Source: an optimization exercise on an open RTL-to-GDS flow (aim: small area). Production flows keep margins and buffers that such runs may drop. The RTL was checked by simulation tests, not by an equivalence proof against the original design. Power and IR drop assume default switching activity.

$ cat design/flow/run.sh
#!/bin/bash
# synth_recipe.tcl (not shown) runs the flow's synth.tcl, then flattens the netlist and writes it again
# the make line also repeats each setting of config.mk as NAME=value (left out here)
make -C /OpenROAD-flow-scripts/flow DESIGN_CONFIG=/design/flow/config.mk WORK_HOME=/design/flow/orfs CLKGATE_MAP_FILE= SYNTH_SCRIPT=/design/flow/synth_recipe.tcl finish
$ cat design/flow/config.mk
export PLATFORM = sky130hd
export DESIGN_NAME = top
export DESIGN_NICKNAME = top
export VERILOG_FILES = /design/flow/design.v
export SDC_FILE = /design/flow/constraint.sdc
export NUM_CORES = 4
export LEC_CHECK = 0
export CAP_MARGIN = 20
export CORE_MARGIN = 2
export CORE_UTILIZATION = 40
export SLEW_MARGIN = 20
$ cat design/flow/constraint.sdc
create_clock -name core_clock -period 10.0 [get_ports {clk}]
set_input_delay 2.0000 -clock core_clock [delete_from_list [all_inputs] [get_ports {clk}]]
set_output_delay 2.0000 -clock core_clock [all_outputs]
set_load 0.01 [all_outputs]
$ cat design/flow/design.v
`timescale 1ns / 1ps
module counter16(
	input clk,
	input rst,
	input en,
	input [15:0]range,
	output reg [15:0]value
);
	always@(posedge clk or posedge rst) begin
		if(rst) value <= 0;
		else if(en) begin
			if(value == range - 1) value <= 0;
			else value <= value + 1;
		end
	end
endmodule
`timescale 1ns / 1ps
module vga(
	input clk,
	input rst,
	output vgaen,          
	output [8:0]row,
	output [9:0]column,
	input [7:0]color,
	output [2:0]vgaRed,
	output [2:0]vgaGreen,
	output [1:0]vgaBlue,
	output vgaHsync,
	output vgaVsync
);
	parameter CLKF = 25;
	parameter H_SYNC = 96;
	parameter H_BEGIN = 144;
	parameter H_END = 784;
	parameter H_PERIOD = 800;
	parameter V_SYNC = 2;
	parameter V_BEGIN = 31;
	parameter V_END = 511;
	parameter V_PERIOD = 521;
	wire [15:0]clk25;
	counter16 clk25c(clk, rst, 1'b1, 16'd2, clk25);
	assign vgaen = (CLKF == 50) ? 1'b1 : ~clk25[0];
	wire [15:0]hcount16;
	wire [9:0]hcount;
	counter16 hc(clk, rst, vgaen, H_PERIOD, hcount16);
	assign hcount = hcount16[9:0];
	assign vgaHsync = (hcount < H_SYNC) ? 0 : 1;
	assign column = hcount - H_BEGIN;
	wire [15:0]vcount16;
	wire [9:0]vcount;
	counter16 vc(clk, rst, vgaen && (hcount == H_PERIOD - 1), V_PERIOD, vcount16);
	assign vcount = vcount16[9:0];
	assign vgaVsync = (vcount < V_SYNC) ? 0 : 1;
	assign row = vcount - V_BEGIN;
	wire de;
	assign de = (vcount >= V_BEGIN) && (vcount < V_END) && (hcount >= H_BEGIN) && (hcount < H_END);
	assign vgaRed = de ? color[2:0] : 0;
	assign vgaGreen = de ? color[5:3] : 0;
	assign vgaBlue = de ? color[7:6] : 0;
endmodule
`timescale 1ns / 1ps
module mouse #(parameter IDLE_W = 8) (
	input clk,
	input rst,
	input PS2C_act,
	input PS2D,
	output reg [9:0]x,
	output reg [7:0]y,
	output btnl,
	output btnr
);
	reg PS2C;
	always@(posedge clk) PS2C <= PS2C_act;
	reg [7:0]w1;
	reg [7:0]w2;
	reg [7:0]w3;
	reg [7:0]w4;
	reg [IDLE_W-1:0]idlec;
	always@(posedge clk or posedge rst) begin
		if(rst) idlec <= 1;
		else if(~PS2C) idlec <= 1;
		else if(idlec != 0) idlec <= idlec + 1;
	end
	assign idle = (idlec == 0);
	reg oldps2c;
	always@(posedge clk) begin
		oldps2c <= PS2C;
	end
	wire [9:0]newx;
	wire [9:0]newy;
	assign newx = x + {w2[7], w2[7], w2};
	assign newy = {2'b00, y} - {w3[7], w3[7], w3};
	reg [2:0]state;
	reg [8:0]step;
	always@(posedge clk or posedge rst) begin
		if(rst) begin
			w1 <= 0;
			w2 <= 0;
			w3 <= 0;
			w4 <= 0;
			x <= 349;
			y <= 114;
			state <= 7;
			step <= 0;
		end
		else if(idle && PS2C) state <= 0;
		else if(oldps2c & ~PS2C) case(state)
			0: if(~PS2D) begin
					state <= 1;
					step <= 0;
				end
			1: begin
				if(step[3] == 0) w1[step] <= PS2D;
				if(step == 10)	state <= 2;
				if(step == 10) step <= 0;
				else step <= step + 1;
			end
			2: begin
				if(step[3] == 0) w2[step] <= PS2D;
				if(step == 10)	state <= 3;
				if(step == 10) step <= 0;
				else step <= step + 1;
			end
			3: begin
				if(step[3] == 0) w3[step] <= PS2D;
				if(step == 10)	state <= 4;
				if(step == 10) step <= 0;
				else step <= step + 1;
			end
			4: begin
				if(step[3] == 0) w4[step] <= PS2D;
				if(step == 10)	state <= 5;
				if(step == 10) step <= 0;
				else step <= step + 1;
				if(step == 0) begin
					x <= newx > 861 ? 0 : newx > 698 ? 698 : newx;
					y <= (newy > 760) || (newy < 50) ? 50 : newy > 228 ? 228 : newy;
				end
			end
			5: begin
				state <= 6;
			end
			6: begin
				state <= 6;
			end
		endcase
	end
	assign btnl = w1[0];
	assign btnr = w1[1];
endmodule
`timescale 1ns / 1ps
module display(
	input clk,
	input rst,
	input [3:0]num3,
	input [3:0]num2,
	input [3:0]num1,
	input [3:0]num0,
	output reg [3:0]an,
	output reg [6:0]seg
);
	wire [15:0]clk25000;
	counter16 dc(clk, rst, 1'b1, 16'd25000, clk25000);
	reg [1:0]c;
	wire [3:0]num;
	assign num = c[1] ? (c[0] ? num3 : num2) : (c[0] ? num1 : num0);
	always@(posedge clk or posedge rst) begin
		if(rst) begin
			an <= 4'b1110;
			c <= 0;
		end
		else if(clk25000 == 0) begin
			an<={an[2:0],an[3]};
			c<=c+1;
		end
	end
	always@(*) case(num)
		0: seg = 7'b1000000;
		1: seg = 7'b1111001;
		2: seg = 7'b0100100;
		3: seg = 7'b0110000;
		4: seg = 7'b0011001;
		5: seg = 7'b0010010;
		6: seg = 7'b0000010;
		7: seg = 7'b1111000;
		8: seg = 7'b0000000;
		9: seg = 7'b0010000;
		10:seg = 7'b0001000;
		11:seg = 7'b0000011;
		12:seg = 7'b1000110;
		13:seg = 7'b0100001;
		14:seg = 7'b0000110;
		15:seg = 7'b0001110;
	endcase
endmodule
`timescale 1ns / 1ps
module top(
	input clk,
	input rst,
	output [2:0]vgaRed,
	output [2:0]vgaGreen,
	output [1:0]vgaBlue,
	output vgaHsync,
	output vgaVsync,
	output MemOE,
	output MemWR,
	output FlashRp,
	output FlashCS,
	output reg [23:1]MemAdr,
	input [15:0]MemDB,
	input [7:0]sw,
	input [3:0]btn,
	output [7:0]led,
	input PS2C,
	input PS2D,
	output [3:0]an,
	output [6:0]seg
);
	localparam SHOOT_W = 8;    
	localparam RELOAD_W = 13;  
	localparam ENEMY_W = 13;   
	localparam HP_W = 9;       
	parameter E1L = 38;
	parameter E1R = 55;
	parameter E1T = 145;
	parameter E1B = 205;
	parameter E2L = 230;
	parameter E2R = 259;
	parameter E2T = 168;
	parameter E2B = 233;
	parameter E3L = 362;
	parameter E3R = 383;
	parameter E3T = 162;
	parameter E3B = 237;
	parameter E4L = 466;
	parameter E4R = 488;
	parameter E4T = 99;
	parameter E4B = 146;
	wire vgaen;
	wire [8:0]row;
	wire [9:0]column;
	wire [7:0]color;
	vga myvga(clk, rst, vgaen, row, column, color, vgaRed, vgaGreen, vgaBlue, vgaHsync, vgaVsync);
	wire [9:0]x;
	wire [7:0]my;
	wire btnl;
	wire btnr;
	mouse mymouse(clk, rst, PS2C, PS2D, x, my, btnl, btnr);
	reg [3:0]score3;
	reg [3:0]score2;
	reg [3:0]score1;
	reg [3:0]score0;
	display scoredisplay(clk, rst, score3, score2, score1, score0, an, seg);
	reg [6:0]yoffset;
	wire [7:0]y;
	assign y = my - yoffset;
	reg [3:0]ammo;
	assign led = 255 << (8-ammo);
	reg [6:0]hp;
	reg [3:0]enemy;
	wire [10:0]rr;
	wire [10:0]rc;
	assign rr = y - 240 + row;
	assign rc = x - 320 + column;
	assign MemOE = 0;
	assign MemWR = 0;
	assign FlashRp = 1;
	assign FlashCS = 0;
	reg [15:0]cachebg;
	wire picture;
	assign picture = rc < 130 ? enemy[0] : rc < 290 ? enemy[1] : rc < 410 ? enemy[2] : rc < 670 ? enemy[3] : enemy[0];
	always@(posedge clk or posedge rst) begin
		if(rst) begin
			cachebg <= 0;
			MemAdr <= 0;
		end
		else if(vgaen && column[0]) begin
			cachebg <= MemDB;
			MemAdr <= ({picture, 21'd0} | (((y + row) << 11) + ((column + 3) & 11'b01111111111) + x)) >> 1;
		end
	end
	wire [7:0]background;
	assign background = column[0] ? cachebg[15:8] : cachebg[7:0];
	wire [7:0]hud;
	assign hud = ((column == 320 && row >= 237 && row <= 243) || (row == 240 && column >= 317 && column <= 323)) ? 255 :
		((column == 320 && row >= 230 && row <= 250) || (row == 240 && column >= 310 && column <= 330)) ? 0 :
		192;
	wire [7:0]hpdisplay;
	assign hpdisplay = (row >= 465 && row < 475 && column > 5 && column <= 5 + (hp << 1)) ? 7 : 192;
	wire [7:0]ammodisplay;
	assign ammodisplay = (column >= 605 && column < 635 && row < 475 && row >= 475 - (ammo << 4)) ? 8'b00111111 : 192;
	wire [7:0]e1display;
	assign e1display = (enemy[0] && rc >= E1L && rc < E1R && rr >= E1T && rr < E1B) ? 7 : 192;
	wire [7:0]e2display;
	assign e2display = (enemy[1] && rc >= E2L && rc < E2R && rr >= E2T && rr < E2B) ? 7 : 192;
	wire [7:0]e3display;
	assign e3display = (enemy[2] && rc >= E3L && rc < E3R && rr >= E3T && rr < E3B) ? 7 : 192;
	wire [7:0]e4display;
	assign e4display = (enemy[3] && rc >= E4L && rc < E4R && rr >= E4T && rr < E4B) ? 7 : 192;
	wire [7:0]theend;
	assign theend = (hp == 0) ? 7 : 192;
	assign color = (theend != 192) ? theend :
		(hud != 192) ? hud :
		(hpdisplay != 192) ? hpdisplay :
		(ammodisplay != 192) ? ammodisplay :
		background;
	reg [SHOOT_W-1:0]shoot;
	reg lastshoot21;
	reg [SHOOT_W-1:0]offreset;
	reg lastors21;
	reg [RELOAD_W-1:0]reload;
	always@(posedge clk or posedge rst) begin
		if(rst) shoot <= {SHOOT_W{1'b1}};
		else if(btnl) shoot <= shoot + 1;
		else shoot <= {SHOOT_W{1'b1}};
	end
	always@(posedge clk or posedge rst) begin
		if(rst) offreset <= {SHOOT_W{1'b1}};
		else offreset <= offreset + 1;
	end
	always@(posedge clk or posedge rst) begin
		if(rst) lastshoot21 <= 0;
		else lastshoot21 <= shoot[SHOOT_W-1];
	end
	always@(posedge clk or posedge rst) begin
		if(rst) lastors21 <= 0;
		else lastors21 <= offreset[SHOOT_W-1];
	end
	always@(posedge clk or posedge rst) begin
		if(rst) begin
			ammo <= 8;
			reload <= 0;
			yoffset <= 0;
		end
		else begin
			if(&reload) ammo <= 8;
			if(|reload) reload <= reload + 1;
			else if(lastshoot21 & ~(shoot[SHOOT_W-1])) begin
				if(ammo == 1) reload <= 1;
				ammo <= ammo - 1;
			end
			if(~(|reload) && (lastshoot21 & ~(shoot[SHOOT_W-1]))) yoffset <= yoffset + 5;
			else if((lastors21 & ~(offreset[SHOOT_W-1])) && yoffset != 0) yoffset <= yoffset - 1;
		end
	end
	reg [ENEMY_W-1:0]enemytimer;
	wire [3:0]enemycount;
	assign enemycount = {3'b000, enemy[0]} + {3'b000, enemy[1]} + {3'b000, enemy[2]} + {3'b000, enemy[3]};
	always@(posedge clk or posedge rst) begin
		if(rst) enemytimer <= 0;
		else enemytimer <= enemytimer + 1;
	end
	always@(posedge clk or posedge rst) begin
		if(rst) begin
			enemy <= 0;
			hp <= 100;
			score3 <= 0;
			score2 <= 0;
			score1 <= 0;
			score0 <= 0;
		end
		else begin
			if(~(|reload) && (lastshoot21 & ~(shoot[SHOOT_W-1]))) begin
				if(enemy[0] && x >= E1L && x < E1R && y >= E1T && y < E1B) begin
					enemy[0] <= 0;
					if(score0 == 9) begin
						if(score1 == 9) begin
							if(score2 == 9) begin
								score3 <= score3 + 1;
								score2 <= 0;
							end else score2 <= score2 + 1;
							score1 <= 0;
						end else score1 <= score1 + 1;
						score0 <= 0;
					end else score0 <= score0 + 1;
				end
				else if(enemy[1] && x >= E2L && x < E2R && y >= E2T && y < E2B) begin
					enemy[1] <= 0;
					if(score0 == 9) begin
						if(score1 == 9) begin
							if(score2 == 9) begin
								score3 <= score3 + 1;
								score2 <= 0;
							end else score2 <= score2 + 1;
							score1 <= 0;
						end else score1 <= score1 + 1;
						score0 <= 0;
					end else score0 <= score0 + 1;
				end
				else if(enemy[2] && x >= E3L && x < E3R && y >= E3T && y < E3B) begin
					enemy[2] <= 0;
					if(score0 == 9) begin
						if(score1 == 9) begin
							if(score2 == 9) begin
								score3 <= score3 + 1;
								score2 <= 0;
							end else score2 <= score2 + 1;
							score1 <= 0;
						end else score1 <= score1 + 1;
						score0 <= 0;
					end else score0 <= score0 + 1;
				end
				else if(enemy[3] && x >= E4L && x < E4R && y >= E4T && y < E4B) begin
					enemy[3] <= 0;
					if(score0 == 9) begin
						if(score1 == 9) begin
							if(score2 == 9) begin
								score3 <= score3 + 1;
								score2 <= 0;
							end else score2 <= score2 + 1;
							score1 <= 0;
						end else score1 <= score1 + 1;
						score0 <= 0;
					end else score0 <= score0 + 1;
				end
			end
			else if(enemytimer == 0) enemy[{x[0]^hp[0], y[0]^ammo[0]}] <= 1;
			if(enemytimer[HP_W-1:0] == 0) begin
				if(hp < enemycount) hp <= 0;
				else if(~(sw[7]))hp <= hp - enemycount;
			end
		end
	end
endmodule
==> results.toml <==
[placed_design]
gp_congestion = 0.849
hpwl_mm = 27.3
port_buffers = 70

[timing]
finalHoldViolCount = 0
slew_viol_final = 0
worst_slew_pin_slew_ns = 0.974
fmax_ghz = 0.151
grt_setup_unrepaired = "no"
relSlewSlack = 0.350
finClkSkew_ns = 0.0182
tns_ns = 0
min_period_ns = 6.64
post-route-period-util = 0.664
setup_violations = 0

[synth]
avgSynthCellArea_um2 = 9.16
synth_top_cell_by_area = "dfrtp_1"
synth_edf_count = 0
yosysWarnings = 7
synth-main-ff-cell = "dfrtp_1"
ys_types = 100
synthArstFlopShare = 0.992
syn_inst = 1821
ys_ff_latch = 246
ys_seq_area_frac = 0.371
post-synth-top-area-fraction = 0.311
yosys-top-cells-area = "dfrtp_1, ha_1, xnor2_1"
mappedNetlistArea_um2 = 16700

[power_and_ir_drop]
p_int_mw = 2.21
power_switching_mw = 1.05
p_per_area_nw_per_um2 = 172
leakage_nw = 8.49
seqPwrFrac = 0.369
irDropWorstVdd_uv = 142
clkPwrFrac = 0.347
power_frac_comb = 0.284
switching_share = 0.321

[cells_and_area]
drive_above_1_share = 0.0923
ff_latch_area_um2 = 6190
area_delta_synth_final_pct = 13.4
nets = 2040
multiInputGateArea_um2 = 9810
final_util = 0.461
num-fill-cells = 3861
diodes = 0

[cts]
cts_tree = "built"
cts_resized = 0
cts_sinks = 246
cts_inserted_buffers = 29
cts.htree.levels = 1
cts_root_buffer = "clkbuf_16"
insertion_delay_ns = 0.57
clockBufferDepth = 3
clk_transition_reported_paths_ns = 0.06
cts_setup_buffers = 0
holdBufCountCts = 0

[outcome]
outcome = "finished clean"

[setup_path]
startpoint_type = "register"
critPathCapture = "vgaGreen[1]"
critPathMaxFanout = 11
r2r-end = "MemAdr[21]$_DFFE_PP0P_"
slowest_delay_ns = 0.70
crit_cells = 13
worst-setup-path-type = "reg2out"
crit_chain = "inv_1 > ha_1 > nand2b_1 > nand2_1 > xor2_2 > ha_1 > nand4_1 > nor3_1 > nor3_1 > or4_1 > o211a_1 > o21a_1 > clkdlybuf4s50_1"
critPathSlowestCell = "or4_1"
crit_path_end_kind = "primary output"
worst-path-buf-inv = 2
arrival_ns = 4.64
crit_start = "myvga.hc.value[4]$_DFFE_PP0N_"
r2r-start = "myvga.hc.value[4]$_DFFE_PP0N_"
required_ns = 8.00
cp_top_family = "simple AND/OR/NAND/NOR gates"
r2r_cells = 16
regToRegSetupSlack_ns = 5.87

[floorplanning]
die_y_um = 208
core_region_area_um2 = 41000
dieArea_um2 = 43300
start_util = 0.407
io_pins = 88
die_w_um = 208
core.rowCount = 74

[routing]
antenna_left = 0
detail_route.vias_per_cell = 5.34
drcViolationCount = 0
first_pass_iters = 4
wl_per_cell_um = 15.3
vias = 13000
drt_first_iter_violations = 609
postRouteWirelength_mm = 37.1

[grt]
overflow = 0
gr-usage-all-layers = 0.172
grt_max_degree = 90
grt_first_pass_wirelength_mm = 63.3
antenna_found_initial = 0
grt_pass1_vias = 12700

[job]
maxCapViolCount = 0

[min_path]
holdCritPathClass = "reg2reg"
[how the worst min path moves through the flow]
stage / start / endpoint / slack [ns] / cells after the start
after floorplan: mymouse.PS2C$_DFF_P_ / mymouse.oldps2c$_DFF_P_ / 0.34 / 0
after global placement: offreset[7]$_DFF_PP1_ / lastors21$_DFF_PP0_ / 0.41 / 0
after detailed placement: offreset[7]$_DFF_PP1_ / lastors21$_DFF_PP0_ / 0.41 / 0
after CTS: offreset[7]$_DFF_PP1_ / lastors21$_DFF_PP0_ / 0.42 / 0
after global routing: offreset[7]$_DFF_PP1_ / lastors21$_DFF_PP0_ / 0.42 / 0
final: offreset[7]$_DFF_PP1_ / lastors21$_DFF_PP0_ / 0.42 / 0
[flip-flops by register name (all words and copies together), names as in the netlist, 7 cells and up]
signal                 cells
hp                         7
reload                    13
mymouse.x                 10
mymouse.w2                 8
myvga.clk25c.value        16
yoffset                    7
shoot                      8
myvga.hc.value            16
mymouse.idlec              8
offreset                   8
mymouse.w3                 8
scoredisplay.dc.value     16
mymouse.step               9
enemytimer                13
cachebg                   16
myvga.vc.value            16
mymouse.y                  8
MemAdr                    21
[Yosys cell counts, drive strengths merged (11+ instances only)]
library cell  count
a211oi           13
a21o             24
a21oi            70
and2             22
and3             39
buf              15
clkbuf           46
dfrtp           207
dfstp            37
ha              125
inv             113
mux2             32
mux2i            12
nand2           209
nand2b           25
nand3            86
nand4            21
nor2            122
nor2b            30
nor3             41
nor3b            13
nor4             27
o21a             13
o21ai            90
o31ai            11
or2              15
or3              11
xnor2           113
xor2             68
[cells by family after synthesis]
kind of cell	after synthesis	share of synthesized area
muxes	49	0.0358
adders and majority gates	134	0.105
DFF	246	0.371
buffers and inverters	174	0.0414
xor gates and xnor gates	181	0.0960
and+or+nand+nor	705	0.216
AOI/OAI and AO/OA	330	0.134
other	2	0.000450
[through the flow]
| step | total power [mW] | worst slack [ns] | hold WS [ns] | std cells | instance area, µm² |
|---|---|---|---|---|---|
| after global routing | 3.47 | 3.11 | 0.422 | 2429 | 18900 |
| after floorplan | 1.87 | 1.36 | 0.341 | 1825 | 16700 |
| after CTS | 3.31 | 3.37 | 0.416 | 2429 | 18900 |
| final | 3.26 | 3.36 | 0.416 | 2429 | 18900 |
| after global placement | 2.12 | 4.09 | 0.407 | 2375 | 17900 |
| after detailed placement | 2.14 | 4.00 | 0.408 | 2375 | 17900 |
[power by group through the flow]
stage,Combinational [mW],Sequential (mW),Clock (mW)
6_report,0.926,1.20,1.13
5_1_grt,1.05,1.22,1.21
4_1_cts,0.935,1.20,1.17
3_5_place_dp,0.926,1.22,0
3_3_place_gp,0.905,1.22,0
2_1_floorplan,0.687,1.18,0
[worst register-to-register path, stage by stage, from the launching register on]
cell and delay (ns):
dfrtp_1 0.50, inv_1 0.24, ha_1 0.39, xor2_1 0.40
inv_1 0.17, ha_1 0.30, inv_1 0.04, ha_1 0.29
o21ai_0 0.11, a21boi_0 0.18, o22a_1 0.18, xor2_1 0.37
o211ai_1 0.19, mux2i_1 0.18, o211ai_1 0.10, nor4_1 0.28
a21oi_1 0.07
[cells in the final DEF (no fill, tap or decap), types with 13 or more instances in the layout]
| cell | n |
|---|---|
| nand2_1 | 207 |
| nor3_1 | 41 |
| xor2_1 | 66 |
| nand2b_1 | 24 |
| mux2_2 | 28 |
| clkdlybuf4s50_1 | 70 |
| o21ai_0 | 84 |
| nor2_1 | 121 |
| dfstp_2 | 37 |
| clkbuf_16 | 29 |
| xnor2_1 | 113 |
| o21a_1 | 13 |
| a21o_1 | 24 |
| nand4_1 | 20 |
| nand3_1 | 82 |
| a21oi_1 | 70 |
| and2_1 | 22 |
| ha_1 | 125 |
| nor2b_1 | 30 |
| nor4_1 | 25 |
| inv_1 | 111 |
| and3_1 | 39 |
| dfrtp_1 | 207 |
[per-layer routing]
layer	vias up	track usage	part of all wire
met1	6194	0.233	0.47
met2	210	0.292	0.47
met3	61	0.0238	0.036
met5	-	0	0
met4	0	0.0427	0.022
li1	6494	-	-
[final cells by class]
| class | count | area share |
|---|---|---|
| multi-input cells | 1405 | 0.519 |
| clock inverters | 18 | 0.0122 |
| flip-flops and latches | 246 | 0.328 |
| well taps | 532 | 0.0352 |
| repair buffers | 79 | 0.0408 |
| clock buffers | 36 | 0.0424 |
| inverters | 113 | 0.0228 |

## re-timing with driven ports
The flow's constraints put no driver on any port. The routed layout listed below was extracted and timed again, unchanged, in two steps.
Step 1: set_driving_cell puts a clkbuf_16 on clk and a buf_2 on each other input, an assumption about the parent block.
Step 2 adds t to the input delays and takes it off the output delays; t is the mean of the earliest and latest rising clock arrival at the registers after step 1. Input paths then give back, and output paths get back, about the clock's delay inside the block.
Three values: no drivers, after step 1, after step 2; two values: the first two.
t, ns: 0.617
slack for setup (ns): 3.359 / 3.303 / 3.920
latest minus earliest clock arrival (ns): 0.019 / 0.019
worst slew at a driven data input, ns: 0.05
After both steps setup and hold are still met in this run. The setup slack of this run moves by -0.056 ns with the drivers and by +0.561 ns with both steps.
